What follows belongs to an exercise in optimizing a design on an open flow for small area; a production flow would make more cautious choices. Only simulation tests tie the RTL to the original design; equivalence was not proved. Power figures rest on the tool's default switching activity, not on a simulated workload.

## flow/design.v (module list and top-level ports; edited modules follow where they fit)
// module uart: 20 lines
// module uart_tx: 102 lines
// module uart_rx: 83 lines
// module parity: 20 lines
// module clock_divider: 39 lines
// module fifo: 49 lines
// module uart_fifo: 156 lines
// module updi_double_break: 51 lines
// module uart_updi_bridge: 36 lines
// module updi_bridge_controller: 19 lines
// module updi_phy: 78 lines
// module delay: 40 lines
// module one_shot: 26 lines
// module rom: 16 lines
// module program_decoder: 78 lines
// module program_rom: 47 lines
// module updi_instruction_converter: 77 lines
// module updi_instruction_queue_handler: 130 lines
// module updi_input_handler: 157 lines
// module updi_interface: 93 lines
// module updi_programmer: 696 lines
// module updi_top: 84 lines
module updi_top (
	input clk,
	input rst_btn,  
	input programmer_start,
	output programmer_busy,
	output error,
	input updi_i,
	output updi_o,
	output updi_oe
);
  // ...
==> flow/program.mem <==
40
80
00
00
19
C0
34
C0
33
C0
32
C0
31
C0
30
C0
2F
C0
2E
C0
2D
C0
2C
C0
2B
C0
2A
C0
29
C0
28
C0
28
C0
26
C0
25
C0
24
C0
23
C0
22
C0
21
C0
20
C0
1F
C0
1E
C0
1D
C0
1C
C0
11
24
1F
BE
CF
EF
CD
BF
DF
E3
DE
BF
40
80
40
00
80
91
40
00
80
93
40
00
81
11
05
C0
98
ED
21
E0
94
BF
20
93
41
00
8C
BB
2E
E3
A0
E0
BE
E3
01
C0
1D
92
AA
30
B2
07
E1
F7
31
D0
83
C0
C9
CF
8F
93
81
E0
80
93
8D
0A
8F
B7
8F
93
EF
93
FF
93
E0
E0
40
80
80
00
FE
E3
9F
93
68
94
8F
EF
0D
C0
E8
94
84
81
95
81
80
5D
9C
4F
84
83
95
83
88
5E
93
40
80
F0
84
83
95
83
8F
EF
90
81
98
1B
91
93
90
81
9F
4F
91
93
90
81
9F
4F
91
93
90
81
9F
4F
91
93
36
F3
9F
91
40
80
C0
00
FF
91
EF
91
8F
91
8F
BF
8F
91
18
95
88
ED
90
E0
84
BF
90
93
61
00
E0
E0
F6
E0
83
E5
82
83
8D
E0
85
83
80
E2
83
83
81
E0
80
83
10
92
02
02
80
93
03
0A
9E
EF
90
93
26
0A
90
93
27
0A
9B
E0
90
93
40
81
00
00
00
0A
E0
E8
FA
E0
2D
EF
31
E0
26
A7
37
A7
11
82
90
E8
92
83
84
87
81
E1
80
83
78
94
80
91
40
04
82
60
80
93
40
04
22
E0
80
91
44
04
82
27
80
93
44
04
8F
B7
F8
94
40
91
04
3E
50
91
05
3E
60
91
36
81
40
00
06
3E
70
91
07
3E
8F
BF
3F
B7
F8
94
80
91
04
3E
90
91
05
3E
A0
91
06
3E
B0
91
07
3E
3F
BF
84
1B
95
0B
A6
0B
B7
0B
8A
3F
91
05
A1
05
B1
05
60
F3
DB
CF
F8
94
FF
CF
00
00
00
01
00
00
00
00
00
00
00
00
00
00
00
00
00
00
00
00
00
00
00
00
00
00
00
00
00
00
00
00
00
00
00
00
00
00
00
00
00
00
00
00
00
00
00
00
00
00
00
00
00
00
00
00
00
00
00
00
00
00
00
00
00
00
00
00
00
00
00
00
00
00
00
00
00
00
00
00
00
00
00
00
00
00
00
00
00
00
00
00
00
00
00
00
00
00
00
00
00
00
00
00
00
00
00
00
00
00
00
00
00
00
==> flow/run.sh <==
#!/bin/bash
# synth_recipe.tcl (not shown) runs the flow's synth.tcl, then flattens the netlist and writes it again
# the make line also repeats each setting of config.mk as NAME=value (left out here)
make -C /OpenROAD-flow-scripts/flow DESIGN_CONFIG=/design/flow/config.mk WORK_HOME=/design/flow/orfs CLKGATE_MAP_FILE= SYNTH_SCRIPT=/design/flow/synth_recipe.tcl finish
==> flow/config.mk <==
export PLATFORM = sky130hd
export DESIGN_NAME = updi_top
export DESIGN_NICKNAME = updi_top
export VERILOG_FILES = /design/flow/design.v
export SDC_FILE = /design/flow/constraint.sdc
export NUM_CORES = 4
export LEC_CHECK = 0
export CAP_MARGIN = 20
export CORE_MARGIN = 2
export CORE_UTILIZATION = 40
export SLEW_MARGIN = 20
==> flow/constraint.sdc <==
create_clock -name core_clock -period 10.0 [get_ports {clk}]
set_input_delay 2.0000 -clock core_clock [delete_from_list [all_inputs] [get_ports {clk}]]
set_output_delay 2.0000 -clock core_clock [all_outputs]
set_load 0.01 [all_outputs]
==> results by group, run 1 <==
Clock tree
  • Clk latency of the worst-skew pair: roughly 0.79 ns
  • CTS tree: done
  • Max clock buf depth: 3
  • Inserted Clock Buffers: 141
  • Clock slew at reported path FFs: around 0.070 ns

Worst hold path
  • Min-Delay Path Class: flop to flop
  • Hold Path Depth: 1

Status
  • Status: timing/DRC/antenna clean

Worst setup path
  • Crit-path cells: clkdlybuf4s50_1, clkinv_1, nor4_4, buf_4, nand2_1, inv_1, ha_1, buf_4, a22oi_1, o21ai_0, a221oi_1, o21ai_0, o211ai_1, a32oi_1
  • Worst setup path start: rst_btn
  • CP required: 10.71 ns
  • Crit path DAT: 6.97 ns

Die
  • Die H: between 400 and 500 um
  • # IOs: 8

Synthesis
  • Number of synthesized flops with an enable pin: around 970
  • Synthesized flop and latch total: around 1300
  • Synth area leader: edfxtp_1
  • Sequential-to-total area share from yosys stat: 0.549
  • Yosys cell types: 102
  • Primary FF master, synth: edfxtp_1
  • Top cells by count, synth: edfxtp_1, nand2_1, nor2_1

Power and ir drop
  • Lkg Pwr: approximately 23 nW
  • Total power: 11.9 mW

Cells and area
  • Bufs w/o clock: around 140
  • Fillers: between 10000 and 15000
  • Number of flip-flops in the largest register: 512
  • Post-Layout Inst Area: slightly above 70000 sq um

GRT
  • GRT Overall Usage: 0.224

Timing
  • Worst-Margin Slew: about 1.2 ns
  • Tmin final: between 6 and 7 ns
  • Rel. slew slack: 0.181
  • Final Setup Violations: 0

Drt
  • Post-Route M1 WL: about 80 mm
  • Via-to-Cell Ratio: 6.08
  • Via count: between 40000 and 50000

Placement
  • Port Buffers: 7
==> module updi_top, before the edit <==
module updi_top (
	input clk,
	input rst_btn,  
	input programmer_start,
	output programmer_busy,
	output error,
	input updi_i,
	output updi_o,
	output updi_oe
);
	localparam DOUBLE_BREAK_CLKS = 10000;
	localparam DELAY_CLKS = 10000;
	localparam TIMEOUT_CLKS = 50000;
	localparam POST_READ_DELAY_CLKS = 2000;
	localparam POST_WRITE_DELAY_CLKS = 2000;
	localparam ERROR_RST_CLKS = 20000;
	localparam UART_CLK_DIV = 8;
	wire rst = ~rst_btn;
	logic programmer_error;
	one_shot #(.HOLD_CLOCKS(ERROR_RST_CLKS)) error_rst_one_shot (
		.clk(clk),
		.rst(rst),
		.in(programmer_error),
		.out(error)
	);
	logic restart;
	one_shot #(.HOLD_CLOCKS(10)) error_restart_one_shot (
		.clk(clk),
		.rst(rst),
		.in(error),
		.out(restart)
	);
	logic [7:0] uart_tx_fifo_data_in, uart_rx_fifo_data_out;
	logic uart_tx_fifo_wr_en, uart_tx_fifo_full;
	logic uart_rx_fifo_rd_en, uart_rx_fifo_empty;
	logic phy_error;
	logic double_break_start, double_break_busy, double_break_done;
	updi_programmer #(
		.ROM_SIZE(512),
		.DELAY_N_CLKS(DELAY_CLKS),
		.TIMEOUT_CLKS(TIMEOUT_CLKS),
		.POST_READ_DELAY_CLKS(POST_READ_DELAY_CLKS),
		.POST_WRITE_DELAY_CLKS(POST_WRITE_DELAY_CLKS),
		.AUTO_START(0)
	) programmer_inst (
		.clk(clk),
		.rst(rst | error),
		.start(programmer_start | restart),
		.busy(programmer_busy),
		.phy_error(phy_error),
		.error_out(programmer_error),
		.uart_tx_fifo_data_in(uart_tx_fifo_data_in),
		.uart_tx_fifo_wr_en(uart_tx_fifo_wr_en),
		.uart_tx_fifo_full(uart_tx_fifo_full),
		.uart_rx_fifo_data_out(uart_rx_fifo_data_out),
		.uart_rx_fifo_rd_en(uart_rx_fifo_rd_en),
		.uart_rx_fifo_empty(uart_rx_fifo_empty),
		.double_break_start(double_break_start),
		.double_break_busy(double_break_busy),
		.double_break_done(double_break_done)
	);
	updi_phy #(
		.DOUBLE_BREAK_PULSE_CLK(DOUBLE_BREAK_CLKS),
		.UART_CLK_DIV(UART_CLK_DIV)
	) phy_inst (
		.clk(clk),
		.rst(rst | error),
		.uart_tx_fifo_data(uart_tx_fifo_data_in),
		.uart_tx_fifo_wr_en(uart_tx_fifo_wr_en),
		.uart_tx_fifo_full(uart_tx_fifo_full),
		.uart_tx_fifo_almost_full(),
		.uart_rx_fifo_data(uart_rx_fifo_data_out),
		.rx_error(phy_error),
		.uart_rx_fifo_rd_en(uart_rx_fifo_rd_en),
		.uart_rx_fifo_empty(uart_rx_fifo_empty),
		.uart_rx_fifo_almost_empty(),
		.double_break_start(double_break_start),
		.double_break_busy(double_break_busy),
		.double_break_done(double_break_done),
		.updi_in(updi_i),
		.updi_out(updi_o),
		.updi_oe(updi_oe)
	);
endmodule
==> run 2, diff against run 1 <==
==> flow/design.v (replaced) <==
module updi_top (
	input clk,
	input rst_btn,  
	input programmer_start,
	output programmer_busy,
	output error,
	input updi_i,
	output updi_o,
	output updi_oe
);
	wire rst = ~rst_btn;
	localparam [5:0]
		P_IDLE = 0, P_DB_START = 1, P_DB_WAIT = 2, P_ST_READ = 3, P_ST_VERIFY = 4,
		P_CE_KEY = 5, P_CE_RDST = 6, P_CE_VFST = 7, P_CE_RST_START = 8, P_CE_RST_WAIT = 9,
		P_CE_RST_CLR = 10, P_CE_WF_READ = 11, P_CE_WF_VERIFY = 12, P_CE_WF_DELAY = 13,
		P_NV_KEY = 14, P_NV_RDST = 15, P_NV_VFST = 16, P_NV_RST_START = 17, P_NV_RST_WAIT = 18,
		P_NV_RST_CLR = 19, P_NV_WF_READ = 20, P_NV_WF_VERIFY = 21, P_NV_WF_DELAY = 22,
		P_ID_PTR = 23, P_ID_REP = 24, P_ID_READ = 25, P_ID_B0 = 26, P_ID_B1 = 27, P_ID_B2 = 28,
		P_DEC_START = 29, P_DEC_VERIFY = 30, P_NC_WR_READ = 31, P_NC_WR_VERIFY = 32,
		P_NC_CLEAR = 33, P_NW_READ = 34, P_NW_VERIFY = 35, P_WR_PTR = 36, P_WR_REP = 37,
		P_WR_DATA = 38, P_WR_PAGE = 39, P_PR_RST_START = 40, P_PR_RST_WAIT = 41,
		P_PR_RST_CLR = 42, P_VERIFY_ROM = 43;
	logic errflag, err_d;
	logic perr;
	wire rstp = rst | errflag;
	logic [14:0] S;
	wire s_9999 = S[13] & S[10] & S[9] & S[8] & S[3] & S[2] & S[1] & S[0];
	wire s_19999 = S[14] & S[11] & S[10] & S[9] & S[4] & S[3] & S[2] & S[1] & S[0];
	always_ff @(posedge clk) begin
		if (rst) errflag <= 1'b0;
		else if (perr) errflag <= 1'b1;
		else if (errflag && s_19999) errflag <= 1'b0;
		err_d <= rst ? 1'b0 : errflag;
	end
	assign error = errflag;
	logic [5:0] ps;
	logic fc;
	logic q_ready, q_done, q_wait;
	logic [2:0] qs;
	logic [10:0] qc;
	logic ih_ready, ih_done, ack_rcv;
	logic [3:0] rxf_out;  
	logic of_out, of_empty;
	logic db_busy, db_done;
	logic [1:0] db_n;
	logic dl_act;
	logic [2:0] ds;
	logic d_done;
	logic [8:0] paddr;
	logic [7:0] blen;
	logic [15:0] baddr;
	logic btz;
	logic tx_start, rx_start, of_rd_en, dl_start, prog_start, db_start;
	logic [1:0] rx_n;
	logic valid;
	always_comb begin
		tx_start = 1'b0;
		rx_start = 1'b0;
		of_rd_en = 1'b0;
		dl_start = 1'b0;
		prog_start = 1'b0;
		db_start = 1'b0;
		rx_n = 2'd1;
		valid = 1'b0;
		case (ps)
			P_DB_START: db_start = fc;
			P_ST_READ, P_CE_RDST, P_CE_WF_READ, P_NV_RDST, P_NV_WF_READ, P_NC_WR_READ: begin
				tx_start = fc;
				rx_start = fc;
				of_rd_en = !fc && !of_empty;
			end
			P_NW_READ: begin
				tx_start = fc;
				rx_start = fc;
				of_rd_en = !of_empty;
			end
			P_ID_READ: begin
				tx_start = fc;
				rx_start = fc;
				rx_n = 2'd3;
				of_rd_en = !fc && ih_ready;
			end
			P_ID_B0, P_ID_B1: of_rd_en = 1'b1;
			P_CE_KEY, P_NV_KEY, P_CE_RST_CLR, P_NV_RST_CLR, P_PR_RST_CLR, P_ID_PTR, P_ID_REP,
			P_NC_CLEAR, P_WR_PTR, P_WR_REP, P_WR_DATA, P_WR_PAGE:
				tx_start = fc;
			P_CE_RST_START, P_NV_RST_START, P_PR_RST_START: begin
				tx_start = fc;
				dl_start = fc;
			end
			P_CE_WF_VERIFY: begin
				valid = !rxf_out[0];
				dl_start = !valid;
			end
			P_NV_WF_VERIFY: begin
				valid = rxf_out[2];
				dl_start = !valid;
			end
			P_DEC_START: prog_start = fc;
			P_DEC_VERIFY: valid = btz;
			P_NC_WR_VERIFY, P_NW_VERIFY: valid = !of_out;
			default: ;
		endcase
	end
	assign programmer_busy = (ps != P_IDLE);
	wire tx_done = q_done;
	wire rx_done = ih_done;
	wire dl_done = dl_act & s_9999;
	logic [5:0] ps_n;
	always_comb begin
		ps_n = ps;
		case (ps)
			P_IDLE: if (programmer_start | err_d) ps_n = P_DB_START;
			P_DB_START: ps_n = P_DB_WAIT;
			P_DB_WAIT: if (db_done && q_ready) ps_n = P_ST_READ;
			P_ST_READ: if (rx_done) ps_n = P_ST_VERIFY;
			P_ST_VERIFY: ps_n = P_CE_KEY;
			P_CE_KEY: if (tx_done) ps_n = P_CE_RDST;
			P_CE_RDST: if (rx_done) ps_n = P_CE_VFST;
			P_CE_VFST: ps_n = P_CE_RST_START;
			P_CE_RST_START: if (tx_done) ps_n = P_CE_RST_WAIT;
			P_CE_RST_WAIT: if (dl_done) ps_n = P_CE_RST_CLR;
			P_CE_RST_CLR: if (tx_done) ps_n = P_CE_WF_READ;
			P_CE_WF_READ: if (rx_done) ps_n = P_CE_WF_VERIFY;
			P_CE_WF_VERIFY: ps_n = valid ? P_NV_KEY : P_CE_WF_DELAY;
			P_CE_WF_DELAY: if (dl_done) ps_n = P_CE_WF_READ;
			P_NV_KEY: if (tx_done) ps_n = P_NV_RDST;
			P_NV_RDST: if (rx_done) ps_n = P_NV_VFST;
			P_NV_VFST: ps_n = P_NV_RST_START;
			P_NV_RST_START: if (tx_done) ps_n = P_NV_RST_WAIT;
			P_NV_RST_WAIT: if (dl_done) ps_n = P_NV_RST_CLR;
			P_NV_RST_CLR: if (tx_done) ps_n = P_NV_WF_READ;
			P_NV_WF_READ: if (rx_done) ps_n = P_NV_WF_VERIFY;
			P_NV_WF_VERIFY: ps_n = valid ? P_ID_PTR : P_NV_WF_DELAY;
			P_NV_WF_DELAY: if (dl_done) ps_n = P_NV_WF_READ;
			P_ID_PTR: if (tx_done) ps_n = P_ID_REP;
			P_ID_REP: if (tx_done) ps_n = P_ID_READ;
			P_ID_READ: if (rx_done) ps_n = P_ID_B0;
			P_ID_B0: ps_n = P_ID_B1;
			P_ID_B1: ps_n = P_ID_B2;
			P_ID_B2: ps_n = P_DEC_START;
			P_DEC_START: if (d_done) ps_n = P_DEC_VERIFY;
			P_DEC_VERIFY: ps_n = valid ? P_NC_WR_READ : P_PR_RST_START;
			P_NC_WR_READ: if (tx_done) ps_n = P_NC_WR_VERIFY;
			P_NC_WR_VERIFY: ps_n = valid ? P_NC_CLEAR : P_NC_WR_READ;
			P_NC_CLEAR: if (tx_done) ps_n = P_NW_READ;
			P_NW_READ: if (tx_done) ps_n = P_NW_VERIFY;
			P_NW_VERIFY: ps_n = valid ? P_WR_PTR : P_NW_READ;
			P_WR_PTR: if (tx_done) ps_n = P_WR_REP;
			P_WR_REP: if (tx_done) ps_n = P_WR_DATA;
			P_WR_DATA: if (tx_done) ps_n = P_WR_PAGE;
			P_WR_PAGE: if (tx_done) ps_n = P_DEC_START;
			P_PR_RST_START: if (tx_done) ps_n = P_PR_RST_WAIT;
			P_PR_RST_WAIT: if (dl_done) ps_n = P_PR_RST_CLR;
			P_PR_RST_CLR: if (tx_done) ps_n = P_VERIFY_ROM;
			P_VERIFY_ROM: ps_n = P_IDLE;
			default: ;
		endcase
	end
	always_ff @(posedge clk) begin
		if (rstp) ps <= P_IDLE;
		else ps <= ps_n;
		fc <= rstp ? (ps != P_IDLE) : (ps_n != ps);
	end
	wire [5:0] qj = qc[5:0];
	logic [7:0] opcode, dbyte;
	logic [6:0] dlen;
	logic wack;
	logic [7:0] rom_q;
	always_comb begin
		opcode = 8'h00;
		dbyte = 8'h00;
		dlen = 7'd0;
		wack = 1'b0;
		case (ps)
			P_ST_READ: opcode = 8'h80;
			P_CE_RDST, P_NV_RDST: opcode = 8'h87;
			P_CE_WF_READ, P_NV_WF_READ: opcode = 8'h8B;
			P_ID_READ: opcode = 8'h24;
			P_CE_KEY: begin
				opcode = 8'hE0;
				dlen = 7'd8;
				if (qj[5:3] == 3'd0)
					case (qj[2:0])
						3'd0: dbyte = 8'h65;
						3'd1: dbyte = 8'h73;
						3'd2: dbyte = 8'h61;
						3'd3: dbyte = 8'h72;
						3'd4: dbyte = 8'h45;
						3'd5: dbyte = 8'h4D;
						3'd6: dbyte = 8'h56;
						default: dbyte = 8'h4E;
					endcase
			end
			P_NV_KEY: begin
				opcode = 8'hE0;
				dlen = 7'd8;
				if (qj[5:3] == 3'd0)
					case (qj[2:0])
						3'd0: dbyte = 8'h20;
						3'd1: dbyte = 8'h67;
						3'd2: dbyte = 8'h6F;
						3'd3: dbyte = 8'h72;
						3'd4: dbyte = 8'h50;
						3'd5: dbyte = 8'h4D;
						3'd6: dbyte = 8'h56;
						default: dbyte = 8'h4E;
					endcase
			end
			P_CE_RST_START, P_NV_RST_START, P_PR_RST_START: begin
				opcode = 8'hC8;
				dlen = 7'd1;
				if (qj == 6'd0) dbyte = 8'h59;
			end
			P_CE_RST_CLR, P_NV_RST_CLR, P_PR_RST_CLR: begin
				opcode = 8'hC8;
				dlen = 7'd1;
			end
			P_ID_PTR: begin
				opcode = 8'h69;
				dlen = 7'd2;
				if (qj == 6'd1) dbyte = 8'h11;
				wack = (qj == 6'd1);
			end
			P_ID_REP: begin
				opcode = 8'hA0;
				dlen = 7'd1;
				if (qj == 6'd0) dbyte = 8'h02;
			end
			P_NC_WR_READ, P_NW_READ: begin
				opcode = 8'h04;
				dlen = 7'd2;
				if (qj == 6'd0) dbyte = 8'h02;
				if (qj == 6'd1) dbyte = 8'h10;
			end
			P_NC_CLEAR: begin
				opcode = 8'h44;
				dlen = 7'd3;
				if (qj == 6'd1) dbyte = 8'h10;
				if (qj == 6'd2) dbyte = 8'h04;
				wack = (qj == 6'd1);
			end
			P_WR_PAGE: begin
				opcode = 8'h44;
				dlen = 7'd3;
				if (qj == 6'd1) dbyte = 8'h10;
				if (qj == 6'd2) dbyte = 8'h01;
				wack = (qj == 6'd1);
			end
			P_WR_PTR: begin
				opcode = 8'h69;
				dlen = 7'd2;
				if (qj == 6'd0) dbyte = baddr[7:0];
				if (qj == 6'd1) dbyte = baddr[15:8];
			end
			P_WR_REP: begin
				opcode = 8'hA0;
				dlen = 7'd1;
				if (qj == 6'd0) dbyte = {1'b0, blen[7:1]} - 8'd1;
			end
			P_WR_DATA: begin
				opcode = 8'h65;
				dlen = blen[6:0];
				dbyte = rom_q;
				wack = qj[0] && ({2'b00, qj} < blen);
			end
			default: ;
		endcase
	end
	logic [7:0] rom [512];
	initial $readmemh("program.mem", rom);
	wire [5:0] rom_off = qj - blen[5:0];
	wire [8:0] rom_a = (ps == P_WR_DATA) ? (paddr + {3'b111, rom_off}) : paddr;
	assign rom_q = rom[rom_a];
	localparam [2:0] D_IDLE = 0, D_LEN = 1, D_ADDR = 2, D_TYPE = 3, D_DATA = 4;
	wire d_more = (S[7:0] < blen);
	always_ff @(posedge clk) begin
		if (rstp) begin
			ds <= D_IDLE;
			d_done <= 1'b0;
			paddr <= 9'd0;
		end
		else begin
			case (ds)
				D_IDLE: begin
					d_done <= 1'b0;
					if (prog_start) ds <= D_LEN;
				end
				D_LEN: begin
					blen <= rom_q;
					paddr <= paddr + 9'd1;
					ds <= D_ADDR;
				end
				D_ADDR: begin
					if (!S[0]) baddr[15:8] <= rom_q;
					else begin
						baddr[7:0] <= rom_q;
						ds <= D_TYPE;
					end
					paddr <= paddr + 9'd1;
				end
				D_TYPE: begin
					btz <= (rom_q == 8'd0);
					paddr <= paddr + 9'd1;
					ds <= D_DATA;
				end
				D_DATA: begin
					if (d_more) paddr <= paddr + 9'd1;
					else begin
						d_done <= 1'b1;
						ds <= D_IDLE;
					end
				end
				default: ;
			endcase
		end
	end
	always_ff @(posedge clk) begin
		if (rstp) begin
			db_busy <= 1'b0;
			db_done <= 1'b0;
			db_n <= 2'd0;
			dl_act <= 1'b0;
		end
		else begin
			db_done <= 1'b0;
			if (db_busy) begin
				if (s_9999) begin
					if (db_n == 2'd3) begin
						db_n <= 2'd0;
						db_busy <= 1'b0;
						db_done <= 1'b1;
					end
					else db_n <= db_n + 2'd1;
				end
			end
			else if (db_start) begin
				db_busy <= 1'b1;
				db_n <= 2'd0;
			end
			if (dl_start) dl_act <= 1'b1;
			if (dl_act && s_9999) dl_act <= 1'b0;
		end
	end
	always_ff @(posedge clk) begin
		if (perr) S <= 15'd0;
		else if (errflag) S <= S + 15'd1;
		else if (db_busy) S <= s_9999 ? 15'd0 : S + 15'd1;
		else if (dl_act) S <= S + 15'd1;
		else if (db_start || dl_start || ds == D_LEN) S <= 15'd0;
		else if (ds == D_ADDR) S <= {14'd0, !S[0]};
		else if (ds == D_DATA && d_more) S <= S + 15'd1;
	end
	localparam [2:0] Q_IDLE = 0, Q_SYNCH = 1, Q_OPC = 2, Q_DATA = 3, Q_DSTART = 4, Q_DELAY = 5, Q_WACK = 6;
	logic txf_full;
	wire q_last = (qc[6:0] == dlen - 7'd1);
	wire qc_1999 = qc[10] & qc[9] & qc[8] & qc[7] & qc[6] & qc[3] & qc[2] & qc[1] & qc[0];
	always_ff @(posedge clk) begin
		q_wait <= 1'b0;
		q_done <= 1'b0;
		if (rstp) begin
			qs <= Q_IDLE;
			q_ready <= 1'b0;
		end
		else begin
			case (qs)
				Q_IDLE: begin
					if (tx_start) begin
						q_ready <= 1'b0;
						qs <= Q_SYNCH;
					end
					else q_ready <= 1'b1;
				end
				Q_SYNCH: if (!txf_full) qs <= Q_OPC;
				Q_OPC: begin
					if (!txf_full) begin
						if (dlen != 7'd0) begin
							qc <= 11'd0;
							qs <= Q_DATA;
						end
						else begin
							qs <= Q_IDLE;
							q_done <= 1'b1;
						end
					end
				end
				Q_DATA: begin
					if (!txf_full) begin
						if (wack && !ack_rcv) qs <= Q_WACK;
						else if (q_last) qs <= Q_DSTART;
						else qc <= qc + 11'd1;
					end
				end
				Q_DSTART: begin
					qc <= 11'd0;
					qs <= Q_DELAY;
				end
				Q_DELAY: begin
					qc <= qc + 11'd1;
					if (qc_1999) begin
						q_done <= 1'b1;
						qs <= Q_IDLE;
					end
				end
				Q_WACK: begin
					if (ack_rcv) begin
						if (q_last) begin
							qs <= Q_IDLE;
							q_done <= 1'b1;
						end
						else begin
							qc <= qc + 11'd1;
							qs <= Q_DATA;
						end
					end
					else q_wait <= 1'b1;
				end
				default: ;
			endcase
		end
	end
	logic [7:0] q_byte;
	wire q_wr = (qs == Q_SYNCH) || (qs == Q_OPC) || (qs == Q_DATA);
	always_comb begin
		case (qs)
			Q_SYNCH: q_byte = 8'h55;
			Q_OPC: q_byte = opcode;
			default: q_byte = dbyte;
		endcase
	end
	logic [7:0] txm [16];
	logic [3:0] trd, twr;
	logic [7:0] tout;
	logic t_rd_en;
	wire t_empty = (trd == twr);
	assign txf_full = (trd == twr + 4'd1);
	always_ff @(posedge clk) begin
		if (rstp) begin
			tout <= 8'd0;
			trd <= 4'd0;
			twr <= 4'd0;
		end
		else begin
			if (t_rd_en && !t_empty) begin
				tout <= txm[trd];
				trd <= trd + 4'd1;
			end
			if (q_wr && !txf_full) twr <= twr + 4'd1;
		end
	end
	always_ff @(posedge clk) begin
		if (!rstp && q_wr && !txf_full) txm[twr] <= q_byte;
	end
	localparam [1:0] F_IDLE = 0, F_READ = 1, F_WAIT = 2, F_START = 3;
	logic [1:0] fs;
	logic t_start, t_ready;
	always_ff @(posedge clk) begin
		if (rstp) begin
			t_rd_en <= 1'b0;
			fs <= F_IDLE;
			t_start <= 1'b0;
		end
		else begin
			case (fs)
				F_IDLE: begin
					t_rd_en <= 1'b0;
					if (!t_empty) fs <= F_READ;
				end
				F_READ: begin
					t_rd_en <= 1'b1;
					fs <= t_ready ? F_START : F_WAIT;
				end
				F_WAIT: begin
					t_rd_en <= 1'b0;
					if (t_ready) fs <= F_START;
				end
				F_START: begin
					t_start <= 1'b1;
					t_rd_en <= 1'b0;
					if (!t_ready) begin
						t_start <= 1'b0;
						fs <= t_empty ? F_IDLE : F_READ;
					end
				end
			endcase
		end
	end
	wire uart_busy = (fs != F_IDLE) || !t_ready;
	localparam [2:0] U_IDLE = 0, U_START = 1, U_DATA = 2, U_PARITY = 3, U_STOP = 4;
	logic [2:0] us;
	logic [7:0] tdata;
	logic [2:0] tcnt;
	logic tdiv_rst;
	logic [2:0] tdiv;
	wire tclk = !(rstp || tdiv_rst) && (tdiv == 3'd7);
	always_ff @(posedge clk) begin
		if (rstp || tdiv_rst) tdiv <= 3'd0;
		else tdiv <= tdiv + 3'd1;
	end
	always_ff @(posedge clk) begin
		if (rstp) begin
			us <= U_IDLE;
			t_ready <= 1'b0;
		end
		else begin
			case (us)
				U_IDLE: begin
					if (t_start) begin
						tdiv_rst <= 1'b1;
						us <= U_START;
						t_ready <= 1'b0;
						tdata <= tout;
						tcnt <= 3'd0;
					end
					else t_ready <= 1'b1;
				end
				U_START: begin
					tdiv_rst <= 1'b0;
					if (tclk) us <= U_DATA;
				end
				U_DATA: begin
					if (tclk) begin
						if (tcnt == 3'd7) us <= U_PARITY;
						else tcnt <= tcnt + 3'd1;
					end
				end
				U_PARITY: begin
					if (tclk) begin
						tcnt <= 3'd2;
						us <= U_STOP;
					end
				end
				U_STOP: begin
					if (tclk) begin
						if (tcnt != 3'd1) tcnt <= tcnt - 3'd1;
						else begin
							us <= U_IDLE;
							t_ready <= 1'b1;
						end
					end
				end
				default: ;
			endcase
		end
	end
	logic tx;
	always_comb begin
		case (us)
			U_START: tx = 1'b0;
			U_DATA: tx = tdata[tcnt];
			U_PARITY: tx = ^tdata;
			default: tx = 1'b1;
		endcase
	end
	assign updi_oe = db_busy | uart_busy;
	assign updi_o = db_busy ? db_n[0] : tx;
	wire rx = updi_oe ? 1'b1 : updi_i;
	localparam [1:0] R_IDLE = 0, R_START = 1, R_DATA = 2, R_PARITY = 3;
	logic [1:0] rs;
	logic [3:0] rcnt;
	logic rdiv_rst;
	logic [2:0] rdiv;
	logic rp, rf0, rf1, rf3, rm;
	logic rx_valid, rx_error, rxf_wr;
	wire rclk = !(rstp || rdiv_rst) && (rdiv == 3'd4);
	always_ff @(posedge clk) begin
		if (rstp || rdiv_rst) rdiv <= 3'd0;
		else rdiv <= rdiv + 3'd1;
	end
	always_ff @(posedge clk) begin
		if (rstp) begin
			rs <= R_IDLE;
			rx_valid <= 1'b0;
			rx_error <= 1'b0;
			rdiv_rst <= 1'b0;
		end
		else begin
			case (rs)
				R_IDLE: begin
					rcnt <= 4'd0;
					rx_valid <= 1'b0;
					rx_error <= 1'b0;
					if (!rx) begin
						rdiv_rst <= 1'b1;
						rs <= R_START;
					end
				end
				R_START: begin
					rdiv_rst <= 1'b0;
					if (rclk) rs <= R_DATA;
				end
				R_DATA: begin
					if (rclk) begin
						rp <= (rcnt == 4'd0) ? rx : (rp ^ rx);
						case (rcnt)
							4'd0: rf0 <= rx;
							4'd1: rf1 <= rx;
							4'd2: rm <= !rx;
							4'd3: rf3 <= rx;
							4'd6: rm <= rm & rx;
							4'd4, 4'd5, 4'd7: rm <= rm & !rx;
							default: ;
						endcase
						if (rcnt == 4'd8) rs <= R_PARITY;
						else rcnt <= rcnt + 4'd1;
					end
				end
				R_PARITY: begin
					if (rclk) begin
						if (!rp) rx_valid <= 1'b1;
						else rx_error <= 1'b1;
						rs <= R_IDLE;
					end
				end
			endcase
		end
	end
	always_ff @(posedge clk) begin
		rxf_wr <= rstp ? 1'b0 : rx_valid;
	end
	wire [3:0] rx_feat = {rm & !rf0 & !rf1 & !rf3, rf3, rf1, rf0};
	logic [3:0] rxm [16];
	logic [3:0] rrd, rwr;
	logic rxf_rd;
	wire rxf_empty = (rrd == rwr);
	wire rxf_full = (rrd == rwr + 4'd1);
	always_ff @(posedge clk) begin
		if (rstp) begin
			rxf_out <= 4'd0;
			rrd <= 4'd0;
			rwr <= 4'd0;
		end
		else begin
			if (rxf_rd && !rxf_empty) begin
				rxf_out <= rxm[rrd];
				rrd <= rrd + 4'd1;
			end
			if (rxf_wr && !rxf_full) rwr <= rwr + 4'd1;
		end
	end
	always_ff @(posedge clk) begin
		if (!rstp && rxf_wr && !rxf_full) rxm[rwr] <= rx_feat;
	end
	localparam [2:0] I_IDLE = 0, I_READ_ACK = 1, I_FIFO_READ = 2, I_FIFO_WRITE = 3,
		I_DSTART = 4, I_DELAY = 5, I_DONE = 6;
	logic [2:0] ihs;
	logic [1:0] ihn;
	logic ih_prev_ack;
	logic [15:0] ihc;
	logic of_full;
	wire ih_reading = (ihs == I_READ_ACK) || (ihs == I_FIFO_READ);
	wire ih_to = ih_reading && ihc[15] & ihc[14] & ihc[9] & ihc[8] & ihc[6] & ihc[4];
	wire ih_pr_done = ihc[10] & ihc[9] & ihc[8] & ihc[7] & ihc[6] & ihc[3] & ihc[2] & ihc[1] & ihc[0];
	always_ff @(posedge clk) begin
		if (rstp || !(ih_reading || ihs == I_DELAY)) ihc <= 16'd0;
		else ihc <= ihc + 16'd1;
	end
	always_ff @(posedge clk) begin
		if (rstp) ihs <= I_IDLE;
		else begin
			case (ihs)
				I_IDLE: begin
					if (rx_start) begin
						ihn <= rx_n;
						ihs <= I_FIFO_READ;
					end
					else if (q_wait) ihs <= I_READ_ACK;
				end
				I_READ_ACK: begin
					if (ih_to) ihs <= I_IDLE;
					if (!rxf_empty) begin
						ih_prev_ack <= 1'b1;
						ihs <= I_DSTART;
					end
				end
				I_FIFO_READ: begin
					if (ih_to) ihs <= I_IDLE;
					if (!rxf_empty) ihs <= I_FIFO_WRITE;
				end
				I_FIFO_WRITE: begin
					if (!of_full) begin
						if (ihn == 2'd1) begin
							ih_prev_ack <= 1'b0;
							ihs <= I_DSTART;
						end
						else begin
							ihn <= ihn - 2'd1;
							ihs <= I_FIFO_READ;
						end
					end
				end
				I_DSTART: ihs <= I_DELAY;
				I_DELAY: if (ih_pr_done) ihs <= I_DONE;
				I_DONE: ihs <= I_IDLE;
				default: ;
			endcase
		end
	end
	assign ih_ready = (ihs == I_IDLE) || (ihs == I_DONE);
	assign ih_done = (ihs == I_DONE);
	assign ack_rcv = (ihs == I_DONE) && ih_prev_ack && rxf_out[3];
	assign rxf_rd = ih_reading && !rxf_empty;
	wire of_wr = (ihs == I_FIFO_WRITE) && !of_full;
	assign perr = ih_to | rx_error;
	logic [15:0] ofm;
	logic [3:0] ord, owr;
	assign of_empty = (ord == owr);
	assign of_full = (ord == owr + 4'd1);
	always_ff @(posedge clk) begin
		if (rstp) begin
			of_out <= 1'b0;
			ord <= 4'd0;
			owr <= 4'd0;
		end
		else begin
			if (of_rd_en && !of_empty) begin
				of_out <= ofm[ord];
				ord <= ord + 4'd1;
			end
			if (of_wr) owr <= owr + 4'd1;
		end
	end
	always_ff @(posedge clk) begin
		if (!rstp && of_wr) ofm[owr] <= rxf_out[1];
	end
endmodule
==> results by group, run 2 <==
Drt
  • WL final: 85.5 mm (was 185 mm)
  • Via-to-Cell Ratio: 6.41 (was 6.08)
  • Wire per inst: 25.1 um (was 24.7 um)
  • Routed Antenna Nets: 0 (unchanged)
  • DRC Markers: 0 (unchanged)
  • Drt initial violations: 2573 (was 5152)
  • Post-Route M1 WL: 34.6 mm (was 79.4 mm)
  • Via count: 21794 (was 45512)
  • Top Layer Used: met4 (unchanged)
  • Wire length on met3: 7.89 mm (was 15.2 mm)
  • Detailed Routing Iterations Pass 1: 6 (unchanged)
  • Met2 WL: 38.0 mm (was 84.3 mm)

Synthesis
  • Number of synthesized flops with an enable pin: 268 (was 967)
  • Synth area leaders: edfxtp_1, dfxtp_1, mux4_2 (unchanged)
  • Main combinational cell family by area after synthesis: compound AO/OA/AOI/OAI gates (was multiplexers)
  • Synth top area share: 0.321 (was 0.456)
  • Synthesized flop and latch total: 392 (was 1261)
  • Yosys cell types: 95 (was 102)
  • Top-count cell post-synth: nor2_1 (was edfxtp_1)
  • Primary FF master, synth: edfxtp_1 (unchanged)
  • Sequential-to-total area share from yosys stat: 0.420 (was 0.549)
  • Synth Area in Compound Gates: 0.198 (was 0.125)
  • Syn Nets: 2735 (was 5456)
  • Cells after Synth: 2645 (was 5377)
  • Multiplexer area fraction after synthesis: 0.0756 (was 0.133)
  • Mapped Avg Cell Area: 9.49 sq um (was 11.8 sq um)
  • Ys async rst share: 0 (unchanged)
  • Post-Synth Simple-Gate Area: 0.172 (was 0.123)
  • Post-Synth XOR/XNOR Area: 0.0426 (was 0.0279)
  • Netlist Area Pre-Place: 25100 sq um (was 63700 sq um)
  • Yosys warning count: 1 (was 22)
  • Top cells by count, synth: nor2_1, edfxtp_1, nand2_1 (was edfxtp_1, nand2_1, nor2_1)
  • Synth area leader: edfxtp_1 (unchanged)
  • Synth Area in Adders: 0.0444 (was 0.0154)

Timing
  • PnR worst setup slack: 2.69 ns (was 3.74 ns)
  • Final hold vios: 0 (unchanged)
  • TNS Setup: 0 ns (unchanged)
  • Period utilization: 0.731 (was 0.626)
  • Final Setup Violations: 0 (unchanged)
  • Fmax: 137 MHz (was 160 MHz)
  • Rel. slew slack: 0.257 (was 0.181)
  • Tmin final: 7.31 ns (was 6.26 ns)
  • Worst Clk Skew: 0.0330 ns (was 0.0417 ns)
  • Worst-Margin Slew: 1.11 ns (was 1.22 ns)
  • RSZ-0062 raised after global routing: false (unchanged)
  • Pins Over Slew Limit: 0 (unchanged)

Placement
  • Post-DP HPWL: 59.3 mm (was 118 mm)
  • Post-place setup slack: 3.04 ns (was 3.18 ns)
  • DP Cell Count: 3326 (was 7231)
  • Port Buffers: 7 (unchanged)
  • Gpl congestion: 1.02 (was 0.946)

Die
  • Initial core utilization: 0.406 (was 0.402)
  • # IOs: 8 (unchanged)
  • Die H: 254 um (was 403 um)
  • Die area: 64700 sq um (was 162000 sq um)
  • Die W: 254 um (was 403 um)
  • Core Box Area: 61800 sq um (was 158000 sq um)
  • # rows: 91 (was 146)

Worst hold path
  • Hold Path Depth: 1 (unchanged)
  • Min-Delay Path Class: flop to flop (unchanged)
  • Worst Hold Launch: tdiv[0] (was phy_inst.uart_fifo_inst.prev_rx_data_valid)
  • WHS Endpoint: tdiv[0] (was phy_inst.uart_fifo_inst.rx_fifo_wr_en)

Clock tree
  • Clock slew at reported path FFs: 0.06 ns (was 0.07 ns)
  • Inserted Clock Buffers: 41 (was 141)
  • Post-cts resize count: 0 (unchanged)
  • Hold Buf Count CTS: 0 (unchanged)
  • Clk sinks: 392 (was 1261)
  • Max clock buf depth: 3 (unchanged)
  • Post-CTS Setup Inserts: 0 (unchanged)
  • Clk latency of the worst-skew pair: 0.58 ns (was 0.79 ns)
  • CTS H-tree depth: 2 (was 4)
  • CTS tree: done (unchanged)
  • CTS Root Buffer Type: clkbuf_16 (unchanged)

GRT
  • Largest net degree at the start of global routing: 69 (was 112)
  • Vias in the first global route: 20708 (was 44151)
  • Initial antenna violation count: 1 (was 2)
  • First-pass GRT wire length: 129 mm (was 281 mm)
  • Remaining Overflow, GRT: 0 (unchanged)
  • GRT Overall Usage: 0.260 (was 0.224)

Worst setup path
  • Critical path class: flop to flop (was input pin to flop)
  • Reg2reg path depth: 15 (was 18)
  • Nature of the critical path startpoint: flop (was input pin)
  • CP required: 10.22 ns (was 10.71 ns)
  • Reg-to-reg startpoint: qc[0]
  • Crit path capture type: flop (unchanged)
  • Internal reg-to-reg setup slack: 2.69 ns (was 3.80 ns)
  • Crit-path max FO: 16 (was 19)
  • Crit path DAT: 7.53 ns (was 6.97 ns)
  • Reg2reg end: txm[2][2]

Status
  • Status: timing/DRC/antenna clean (unchanged)

Power and ir drop
  • Lkg Pwr: 9.22 nW (was 23.1 nW)
  • Power per Cell Area: 144 nW/um^2 (was 169 nW/um^2)
  • Maximum VDD drop: 0.146 mV (was 0.173 mV)

Cells and area
  • Area delta synth->final: 7.76% (was 11.2%)
  • Antenna diodes: 0 (unchanged)
  • Commonest non-fill, non-tap cell in the layout: nor2_1 (was edfxtp_1)
  • Final layout net count: 2622 (was 5381)
  • Layout cell share with drive strength beyond 1: 0.0913 (was 0.159)
  • Number of flip-flops in the largest register: 128 (was 512)
  • Non-Filler Instances: 3401 (was 7487)
  • Regs by FF count: txm: 128 flops, rxm: 64 flops
  • Most frequent cells in the layout: nor2_1, edfxtp_1, nand2_1 (was edfxtp_1, nand2_1, nor2_1)

Flow run
  • Max-cap violations: 0 (unchanged)
## run 2: changes by cell type after synthesis, sizes merged, moves of 161 or more
cell    previous run  this run
dfxtp            294       124
o21ai            393       169
nor2             477       294
mux2             195         6
nand2            562       238
a22o             167         6
edfxtp           967       268
mux4             246        67
## run 2: worst max-delay path, cell delays in order, from the launching register on
cell       delay, ns
edfxtp_1        0.56
inv_1           0.22
ha_1            0.27
fa_1            0.49
fa_1            0.59
o21ai_2         0.47
clkinv_1        0.60
ha_1            0.54
inv_1           0.26
nand2_1         0.07
a2111oi_0       0.63
o311a_1         0.39
a311oi_1        0.08
o32ai_1         0.74
a21oi_1         0.17
o21ai_1         0.86
## run 2: how the worst max path moves through the flow
| stage | from | to | slack, ns | depth (start not counted) |
|---|---|---|---|---|
| final | qc[0] | txm[2][2] | 2.69 | 15 |
| after global routing | qc[0] | txm[2][2] | 2.33 | 16 |
| after CTS | qc[0] | txm[2][2] | 3.02 | 16 |
| after detailed placement | qc[0] | txm[0][2] | 3.04 | 16 |
| after global placement | qc[0] | txm[0][2] | 3.06 | 14 |
| after floorplan | qc[0] | txm[0][2] | 4.26 | 22 |
## run 2: power by group
part / internal [mW] / switching (mW) / total, mW
Sequential: 1.81 / 0.0876 / 1.90
Clock: 0.838 / 0.641 / 1.48
Combinational: 0.202 / 0.326 / 0.528
Total: 2.85 / 1.05 / 3.90
## run 2: area by class of cell
| cell class | count | area [sq um] |
|---|---|---|
| Multi-Input combinational cell | 1968 | 13400 |
| Clock buffer | 55 | 1140 |
| Clock inverter | 20 | 181 |
| Timing Repair Buffer | 55 | 428 |
| Inverter | 74 | 278 |
| Tap cell | 837 | 1050 |
| Sequential cell | 392 | 10500 |
| Fill cell | 5833 | 34800 |
## run 2: cell families (layout without fill, tap and decap cells)
family / count (synthesis) / after routing
adder cells (fa/ha/maj): 86 / 86
AO/OA/AOI/OAI: 733 / 733
buffers and inverters: 285 / 204
AND/OR/NAND/NOR: 922 / 922
XOR/XNOR: 122 / 122
multiplexers: 105 / 105
flip-flops: 392 / 392
## run 2: stage by stage
step	hold slack (ns)	utilization	power, mW	area (sq um)
4_1_cts	0.435	0.437	3.94	27000
2_1_floorplan	0.408	-	2.30	25100
6_report	0.430	0.437	3.90	27000
3_3_place_gp	0.415	0.416	2.43	25700
3_5_place_dp	0.422	0.416	2.45	25700
5_1_grt	0.438	0.437	4.07	27000
## run 2: per-layer routing
metal,global-route usage,vias up
met4,0.132,0
met3,0.0534,296
met2,0.402,1241
met5,0,-
li1,-,9727
met1,0.346,10530
==> run 3, diff against run 2 <==
--- a/flow/design.v
+++ b/flow/design.v
@@ -48,7 +48,6 @@
 	logic d_done;
 	logic [8:0] paddr;
 	logic [7:0] blen;
-	logic [15:0] baddr;
 	logic btz;
 	logic tx_start, rx_start, of_rd_en, dl_start, prog_start, db_start;
 	logic [1:0] rx_n;
@@ -163,25 +162,66 @@
 		fc <= rstp ? (ps != P_IDLE) : (ps_n != ps);
 	end
 	wire [5:0] qj = qc[5:0];
-	logic [7:0] opcode, dbyte;
+	logic [3:0] ocode;
 	logic [6:0] dlen;
 	logic wack;
-	logic [7:0] rom_q;
 	always_comb begin
-		opcode = 8'h00;
-		dbyte = 8'h00;
+		ocode = 4'd2;
 		dlen = 7'd0;
 		wack = 1'b0;
 		case (ps)
-			P_ST_READ: opcode = 8'h80;
-			P_CE_RDST, P_NV_RDST: opcode = 8'h87;
-			P_CE_WF_READ, P_NV_WF_READ: opcode = 8'h8B;
-			P_ID_READ: opcode = 8'h24;
-			P_CE_KEY: begin
-				opcode = 8'hE0;
+			P_ST_READ: ocode = 4'd3;
+			P_CE_RDST, P_NV_RDST: ocode = 4'd4;
+			P_CE_WF_READ, P_NV_WF_READ: ocode = 4'd5;
+			P_ID_READ: ocode = 4'd6;
+			P_CE_KEY, P_NV_KEY: begin
+				ocode = 4'd7;
 				dlen = 7'd8;
-				if (qj[5:3] == 3'd0)
-					case (qj[2:0])
+			end
+			P_CE_RST_START, P_NV_RST_START, P_PR_RST_START, P_CE_RST_CLR, P_NV_RST_CLR, P_PR_RST_CLR: begin
+				ocode = 4'd8;
+				dlen = 7'd1;
+			end
+			P_ID_PTR: begin
+				ocode = 4'd9;
+				dlen = 7'd2;
+				wack = (qj == 6'd1);
+			end
+			P_ID_REP, P_WR_REP: begin
+				ocode = 4'd10;
+				dlen = 7'd1;
+			end
+			P_NC_WR_READ, P_NW_READ: begin
+				ocode = 4'd11;
+				dlen = 7'd2;
+			end
+			P_NC_CLEAR, P_WR_PAGE: begin
+				ocode = 4'd12;
+				dlen = 7'd3;
+				wack = (qj == 6'd1);
+			end
+			P_WR_PTR: begin
+				ocode = 4'd9;
+				dlen = 7'd2;
+			end
+			P_WR_DATA: begin
+				ocode = 4'd13;
+				dlen = blen[6:0];
+				wack = qj[0] && ({2'b00, qj} < blen);
+			end
+			default: ;
+		endcase
+	end
+	logic [3:0] tcode;
+	logic [5:0] jtx;
+	logic [7:0] tbyte, dbyte;
+	logic [7:0] rom_q;
+	always_comb begin
+		dbyte = 8'h00;
+		case (ps)
+			P_CE_KEY:
+				if (jtx[5:3] == 3'd0)
+					case (jtx[2:0])
 						3'd0: dbyte = 8'h65;
 						3'd1: dbyte = 8'h73;
 						3'd2: dbyte = 8'h61;
@@ -191,12 +231,9 @@
 						3'd6: dbyte = 8'h56;
 						default: dbyte = 8'h4E;
 					endcase
-			end
-			P_NV_KEY: begin
-				opcode = 8'hE0;
-				dlen = 7'd8;
-				if (qj[5:3] == 3'd0)
-					case (qj[2:0])
+			P_NV_KEY:
+				if (jtx[5:3] == 3'd0)
+					case (jtx[2:0])
 						3'd0: dbyte = 8'h20;
 						3'd1: dbyte = 8'h67;
 						3'd2: dbyte = 8'h6F;
@@ -206,71 +243,60 @@
 						3'd6: dbyte = 8'h56;
 						default: dbyte = 8'h4E;
 					endcase
-			end
-			P_CE_RST_START, P_NV_RST_START, P_PR_RST_START: begin
-				opcode = 8'hC8;
-				dlen = 7'd1;
-				if (qj == 6'd0) dbyte = 8'h59;
-			end
-			P_CE_RST_CLR, P_NV_RST_CLR, P_PR_RST_CLR: begin
-				opcode = 8'hC8;
-				dlen = 7'd1;
-			end
-			P_ID_PTR: begin
-				opcode = 8'h69;
-				dlen = 7'd2;
-				if (qj == 6'd1) dbyte = 8'h11;
-				wack = (qj == 6'd1);
-			end
-			P_ID_REP: begin
-				opcode = 8'hA0;
-				dlen = 7'd1;
-				if (qj == 6'd0) dbyte = 8'h02;
-			end
+			P_CE_RST_START, P_NV_RST_START, P_PR_RST_START:
+				if (jtx == 6'd0) dbyte = 8'h59;
+			P_ID_PTR:
+				if (jtx == 6'd1) dbyte = 8'h11;
+			P_ID_REP:
+				if (jtx == 6'd0) dbyte = 8'h02;
 			P_NC_WR_READ, P_NW_READ: begin
-				opcode = 8'h04;
-				dlen = 7'd2;
-				if (qj == 6'd0) dbyte = 8'h02;
-				if (qj == 6'd1) dbyte = 8'h10;
+				if (jtx == 6'd0) dbyte = 8'h02;
+				if (jtx == 6'd1) dbyte = 8'h10;
 			end
 			P_NC_CLEAR: begin
-				opcode = 8'h44;
-				dlen = 7'd3;
-				if (qj == 6'd1) dbyte = 8'h10;
-				if (qj == 6'd2) dbyte = 8'h04;
-				wack = (qj == 6'd1);
+				if (jtx == 6'd1) dbyte = 8'h10;
+				if (jtx == 6'd2) dbyte = 8'h04;
 			end
 			P_WR_PAGE: begin
-				opcode = 8'h44;
-				dlen = 7'd3;
-				if (qj == 6'd1) dbyte = 8'h10;
-				if (qj == 6'd2) dbyte = 8'h01;
-				wack = (qj == 6'd1);
+				if (jtx == 6'd1) dbyte = 8'h10;
+				if (jtx == 6'd2) dbyte = 8'h01;
 			end
-			P_WR_PTR: begin
-				opcode = 8'h69;
-				dlen = 7'd2;
-				if (qj == 6'd0) dbyte = baddr[7:0];
-				if (qj == 6'd1) dbyte = baddr[15:8];
-			end
-			P_WR_REP: begin
-				opcode = 8'hA0;
-				dlen = 7'd1;
-				if (qj == 6'd0) dbyte = {1'b0, blen[7:1]} - 8'd1;
-			end
-			P_WR_DATA: begin
-				opcode = 8'h65;
-				dlen = blen[6:0];
+			P_WR_PTR:
+				if (jtx[5:1] == 5'd0) dbyte = rom_q;
+			P_WR_REP:
+				if (jtx == 6'd0) dbyte = {1'b0, blen[7:1]} - 8'd1;
+			P_WR_DATA:
 				dbyte = rom_q;
-				wack = qj[0] && ({2'b00, qj} < blen);
-			end
 			default: ;
 		endcase
+		case (tcode)
+			4'd0: tbyte = 8'h55;
+			4'd1: tbyte = dbyte;
+			4'd3: tbyte = 8'h80;
+			4'd4: tbyte = 8'h87;
+			4'd5: tbyte = 8'h8B;
+			4'd6: tbyte = 8'h24;
+			4'd7: tbyte = 8'hE0;
+			4'd8: tbyte = 8'hC8;
+			4'd9: tbyte = 8'h69;
+			4'd10: tbyte = 8'hA0;
+			4'd11: tbyte = 8'h04;
+			4'd12: tbyte = 8'h44;
+			4'd13: tbyte = 8'h65;
+			default: tbyte = 8'h00;
+		endcase
 	end
 	logic [7:0] rom [512];
 	initial $readmemh("program.mem", rom);
-	wire [5:0] rom_off = qj - blen[5:0];
-	wire [8:0] rom_a = (ps == P_WR_DATA) ? (paddr + {3'b111, rom_off}) : paddr;
+	logic [8:0] rom_off;
+	always_comb begin
+		case (ps)
+			P_WR_DATA: rom_off = {3'b111, jtx - blen[5:0]};
+			P_WR_PTR: rom_off = ~({1'b0, blen} + 9'd1 + {8'd0, jtx[0]});
+			default: rom_off = 9'd0;
+		endcase
+	end
+	wire [8:0] rom_a = paddr + rom_off;
 	assign rom_q = rom[rom_a];
 	localparam [2:0] D_IDLE = 0, D_LEN = 1, D_ADDR = 2, D_TYPE = 3, D_DATA = 4;
 	wire d_more = (S[7:0] < blen);
@@ -292,11 +318,7 @@
 					ds <= D_ADDR;
 				end
 				D_ADDR: begin
-					if (!S[0]) baddr[15:8] <= rom_q;
-					else begin
-						baddr[7:0] <= rom_q;
-						ds <= D_TYPE;
-					end
+					if (S[0]) ds <= D_TYPE;
 					paddr <= paddr + 9'd1;
 				end
 				D_TYPE: begin
@@ -419,37 +441,36 @@
 			endcase
 		end
 	end
-	logic [7:0] q_byte;
+	logic [3:0] q_code;
 	wire q_wr = (qs == Q_SYNCH) || (qs == Q_OPC) || (qs == Q_DATA);
 	always_comb begin
 		case (qs)
-			Q_SYNCH: q_byte = 8'h55;
-			Q_OPC: q_byte = opcode;
-			default: q_byte = dbyte;
+			Q_SYNCH: q_code = 4'd0;
+			Q_OPC: q_code = ocode;
+			default: q_code = 4'd1;
 		endcase
 	end
-	logic [7:0] txm [16];
+	logic [3:0] txm [16];
 	logic [3:0] trd, twr;
-	logic [7:0] tout;
 	logic t_rd_en;
 	wire t_empty = (trd == twr);
 	assign txf_full = (trd == twr + 4'd1);
 	always_ff @(posedge clk) begin
 		if (rstp) begin
-			tout <= 8'd0;
+			tcode <= 4'd0;
 			trd <= 4'd0;
 			twr <= 4'd0;
 		end
 		else begin
 			if (t_rd_en && !t_empty) begin
-				tout <= txm[trd];
+				tcode <= txm[trd];
 				trd <= trd + 4'd1;
 			end
 			if (q_wr && !txf_full) twr <= twr + 4'd1;
 		end
 	end
 	always_ff @(posedge clk) begin
-		if (!rstp && q_wr && !txf_full) txm[twr] <= q_byte;
+		if (!rstp && q_wr && !txf_full) txm[twr] <= q_code;
 	end
 	localparam [1:0] F_IDLE = 0, F_READ = 1, F_WAIT = 2, F_START = 3;
 	logic [1:0] fs;
@@ -509,7 +530,9 @@
 						tdiv_rst <= 1'b1;
 						us <= U_START;
 						t_ready <= 1'b0;
-						tdata <= tout;
+						tdata <= tbyte;
+						if (tcode == 4'd1) jtx <= jtx + 6'd1;
+						else if (tcode != 4'd0) jtx <= 6'd0;
 						tcnt <= 3'd0;
 					end
 					else t_ready <= 1'b1;
@@ -553,7 +576,7 @@
 		endcase
 	end
 	assign updi_oe = db_busy | uart_busy;
-	assign updi_o = db_busy ? db_n[0] : tx;
+	assign updi_o = db_busy ? db_n[0] : (uart_busy & tx);
 	wire rx = updi_oe ? 1'b1 : updi_i;
 	localparam [1:0] R_IDLE = 0, R_START = 1, R_DATA = 2, R_PARITY = 3;
 	logic [1:0] rs;
==> results by group, run 3 <==
Clock tree
  • CTS tree: done (unchanged)
  • Max clock buf depth: 3 (unchanged)
  • CTS H-tree depth: 2 (unchanged)
  • Clk sinks: 314 (was 392)
  • Post-cts resize count: 0 (unchanged)
  • Inserted Clock Buffers: 36 (was 41)
  • CTS Root Buffer Type: clkbuf_16 (unchanged)
  • Hold Buf Count CTS: 0 (unchanged)
  • Clock slew at reported path FFs: 0.06 ns (about the same)
  • Clk latency of the worst-skew pair: 0.57 ns (was 0.58 ns)
  • Post-CTS Setup Inserts: 0 (unchanged)

Cells and area
  • Regs by FF count: rxm: 64 flops, txm: 64 flops (was txm: 128 flops, rxm: 64 flops)
  • Commonest non-fill, non-tap cell in the layout: nor2_1 (unchanged)
  • Multi-input logic area: 13300 sq um (was 13400 sq um)
  • Most frequent cells in the layout: nor2_1, nand2_1, edfxtp_1 (was nor2_1, edfxtp_1, nand2_1)
  • Reg area: 8230 sq um (was 10500 sq um)
  • Area delta synth->final: 8.96% (was 7.76%)
  • Final layout net count: 2559 (was 2622)
  • Core Util, Final: 0.443 (was 0.437)
  • Antenna diodes: 0 (unchanged)
  • Fillers: 5386 (was 5833)
  • Layout cell share with drive strength beyond 1: 0.0884 (was 0.0913)
  • Non-Filler Instances: 3236 (was 3401)

Die
  • Core Box Area: 55400 sq um (was 61800 sq um)
  • Initial core utilization: 0.406 (about the same)
  • Die H: 241 um (was 254 um)
  • # IOs: 8 (unchanged)
  • Die W: 241 um (was 254 um)
  • Die area: 58200 sq um (was 64700 sq um)
  • # rows: 86 (was 91)

Power and ir drop
  • Clock power share: 0.436 (was 0.379)
  • Power per Cell Area: 134 nW/um^2 (was 144 nW/um^2)
  • Pint: 2.44 mW (was 2.85 mW)
  • Net switching power: 0.859 mW (was 1.05 mW)
  • Comb power frac: 0.108 (was 0.135)
  • Register share of total power: 0.456 (was 0.486)
  • Lkg Pwr: 8.44 nW (was 9.22 nW)
  • Maximum VDD drop: 0.132 mV (was 0.146 mV)
  • Total power: 3.29 mW (was 3.90 mW)
  • Switching Fraction: 0.261 (was 0.270)

Placement
  • Post-place setup slack: 3.23 ns (was 3.04 ns)
  • Port Buffers: 7 (unchanged)
  • Gpl congestion: 1.07 (was 1.02)
  • DP Cell Count: 3172 (was 3326)
  • Post-DP HPWL: 56.2 mm (was 59.3 mm)

Worst setup path
  • Top Family by Delay on Critical Path: compound AO/OA/AOI/OAI gates (unchanged)
  • Nature of the critical path startpoint: flop (unchanged)
  • Crit path DAT: 7.40 ns (was 7.53 ns)
  • CP max-delay cell: ha_1 (was o21ai_1)
  • Slowest stage delay, CP: 0.89 ns (was 0.86 ns)
  • Critical path class: flop to flop (unchanged)
  • CP bufs+invs: 4 (was 3)
  • Crit path capture type: flop (unchanged)
  • Crit-path max FO: 40 (was 16)
  • Crit-path cells: buf_4, nor2b_1, nand2_1, o22a_1, fa_1, buf_4, inv_1, ha_1, inv_1, a21oi_1, a2111oi_0, a2111oi_0, o32ai_1, a211oi_1, nand2b_1, nor4_1 (was inv_1, ha_1, fa_1, fa_1, o21ai_2, clkinv_1, ha_1, inv_1, nand2_1, a2111oi_0, o311a_1, a311oi_1, o32ai_1, a21oi_1, o21ai_1)
  • CP required: 10.36 ns (was 10.22 ns)

GRT
  • Largest net degree at the start of global routing: 57 (was 69)
  • GRT Overall Usage: 0.273 (was 0.260)
  • Initial antenna violation count: 0 (was 1)
  • Remaining Overflow, GRT: 0 (unchanged)
  • First-pass GRT wire length: 122 mm (was 129 mm)
  • Vias in the first global route: 19781 (was 20708)

Timing
  • Pins Over Slew Limit: 0 (unchanged)
  • PnR worst setup slack: 2.96 ns (was 2.69 ns)
  • Rel. slew slack: 0.174 (was 0.257)
  • Final hold vios: 0 (unchanged)
  • Fmax: 142 MHz (was 137 MHz)
  • Tmin final: 7.04 ns (was 7.31 ns)
  • RSZ-0062 raised after global routing: false (unchanged)
  • Worst-Margin Slew: 1.23 ns (was 1.11 ns)
  • Final Setup Violations: 0 (unchanged)
  • Worst Clk Skew: 0.0301 ns (was 0.0330 ns)
  • Period utilization: 0.704 (was 0.731)
  • TNS Setup: 0 ns (unchanged)

Synthesis
  • Ys async rst share: 0 (unchanged)
  • Synthesized flop and latch total: 314 (was 392)
  • Synth area leader: edfxtp_1 (unchanged)
  • Top cells by count, synth: nor2_1, nand2_1, edfxtp_1 (was nor2_1, edfxtp_1, nand2_1)
  • Netlist Area Pre-Place: 22500 sq um (was 25100 sq um)
  • Mapped Avg Cell Area: 8.75 sq um (was 9.49 sq um)
  • Number of synthesized flops with an enable pin: 194 (was 268)
  • Synth area leaders: edfxtp_1, dfxtp_1, ha_1 (was edfxtp_1, dfxtp_1, mux4_2)
  • Sequential-to-total area share from yosys stat: 0.365 (was 0.420)
  • Synth top area share: 0.259 (was 0.321)
  • Cells after Synth: 2574 (was 2645)
  • Primary FF master, synth: edfxtp_1 (unchanged)
  • Syn Nets: 2671 (was 2735)
  • Yosys warning count: 1 (unchanged)
  • Top-count cell post-synth: nor2_1 (unchanged)
  • Yosys cell types: 94 (was 95)

Drt
  • Drt initial violations: 2470 (was 2573)
  • DRC Markers: 0 (unchanged)
  • Wire per inst: 24.9 um (was 25.1 um)
  • Detailed Routing Iterations Pass 1: 6 (unchanged)
  • Routed Antenna Nets: 0 (unchanged)
  • WL final: 80.4 mm (was 85.5 mm)
  • Via-to-Cell Ratio: 6.46 (was 6.41)
  • Via count: 20912 (was 21794)

Flow run
  • Max-cap violations: 0 (unchanged)

Worst hold path
  • Min-Delay Path Class: flop to flop (unchanged)

Status
  • Status: timing/DRC/antenna clean (unchanged)
[run 3: cell types whose count changed after synthesis, moves of 12 or more]
cell,delta
buf_2,-49
clkbuf_1,+57
edfxtp_1,-74
mux4_2,-18
nand2_1,-34
nand3_1,+23
nor2_1,-22
nor4_1,+12
o21ai_0,+12
[run 3: layout make-up]
class | instances | share of cell area
Multi-Input combinational cell | 1969 | 0.543
Sequential cell | 314 | 0.335
Clock buffer | 40 | 0.0383
Tap cell | 748 | 0.0381
Timing Repair Buffer | 61 | 0.0194
Clock inverter | 24 | 0.0134
Inverter | 80 | 0.0122
[run 3: metrics by stage]
| step | area, sq um | hold WS [ns] |
|---|---|---|
| floorplan | 22500 | 0.404 |
| global placement | 23200 | 0.416 |
| detailed placement | 23200 | 0.418 |
| CTS | 24500 | 0.434 |
| global route | 24500 | 0.473 |
| finish | 24500 | 0.434 |
[run 3: power by group through the flow]
stage | sequential [mW] | combinational (mW) | clock (mW)
after global routing | 1.51 | 0.399 | 1.51
after floorplan | 1.49 | 0.271 | 0
final | 1.50 | 0.356 | 1.44
after global placement | 1.53 | 0.340 | 0
after detailed placement | 1.53 | 0.352 | 0
after CTS | 1.50 | 0.355 | 1.47
[run 3: final timing paths]
check	from	endpoint	slack (ns)	depth (start not counted)
worst max-delay path	ps[0]	btz	2.96	16
worst min-delay path	tdiv[0]	tdiv[0]	0.43	1
worst max register to register	ps[0]	btz	2.96	16
worst min register to register	tdiv[0]	tdiv[0]	0.43	1
[run 3: worst reg2reg max path: cells and delay by family (launching register included)]
family / cells / cell delay, ns
buffers and inverters: 4 / 1.39
AO/OA/AOI/OAI: 6 / 2.28
AND/OR/NAND/NOR: 4 / 1.36
adder cells (fa/ha/maj): 2 / 1.41
flip-flops: 1 / 0.39
[run 3: layer usage]
| metal | routed length [um] | GRT usage |
|---|---|---|
| met3 | 7030 | 0.0540 |
| met4 | 4260 | 0.123 |
| met5 | 0 | 0 |
| met1 | 32700 | 0.361 |
| met2 | 36400 | 0.434 |
[run 3: cells by family after synthesis]
| kind of cell | share of synthesized area |
|---|---|
| buffers and inverters | 0.0496 |
| DFF | 0.365 |
| muxes | 0.0681 |
| AOI/OAI and AO/OA | 0.217 |
| xor gates and xnor gates | 0.0509 |
| and+or+nand+nor | 0.196 |
| adders and majority gates | 0.0524 |

afterwards: timing with drivers on the ports:
The flow's constraints put no driver on any port. The routed layouts listed below were extracted and timed again, unchanged, in two steps. Step 1 assumes that a clkbuf_16 drives the clock port and a buf_2 every other input. Step 2, shift: input delay + t, output delay - t, t = (earliest + latest rising clock arrival at the registers) / 2. This alone moves slack from input paths to output paths. a / b / c = ideal ports / drivers / drivers and shift; a / b = the first two.
| run | t, ns | setup WS [ns] | hold slack, ns | worst setup path after step 2 |
|---|---|---|---|---|
| run 1 | 0.837 | 3.740 / 3.749 / 2.913 | 0.384 / 0.384 / 0.384 | input to register |
| run 2 | 0.615 | 2.689 / 2.689 / 2.689 | 0.430 / 0.430 / 0.430 | register to register |
| run 3 | 0.613 | 2.956 / 2.956 / 2.956 | 0.434 / 0.434 / 0.434 | register to register |
After both steps setup and hold are still met in every run listed. For run 1, which loses most, drivers alone change the setup slack by +0.009 ns; drivers and shift together by -0.827 ns.
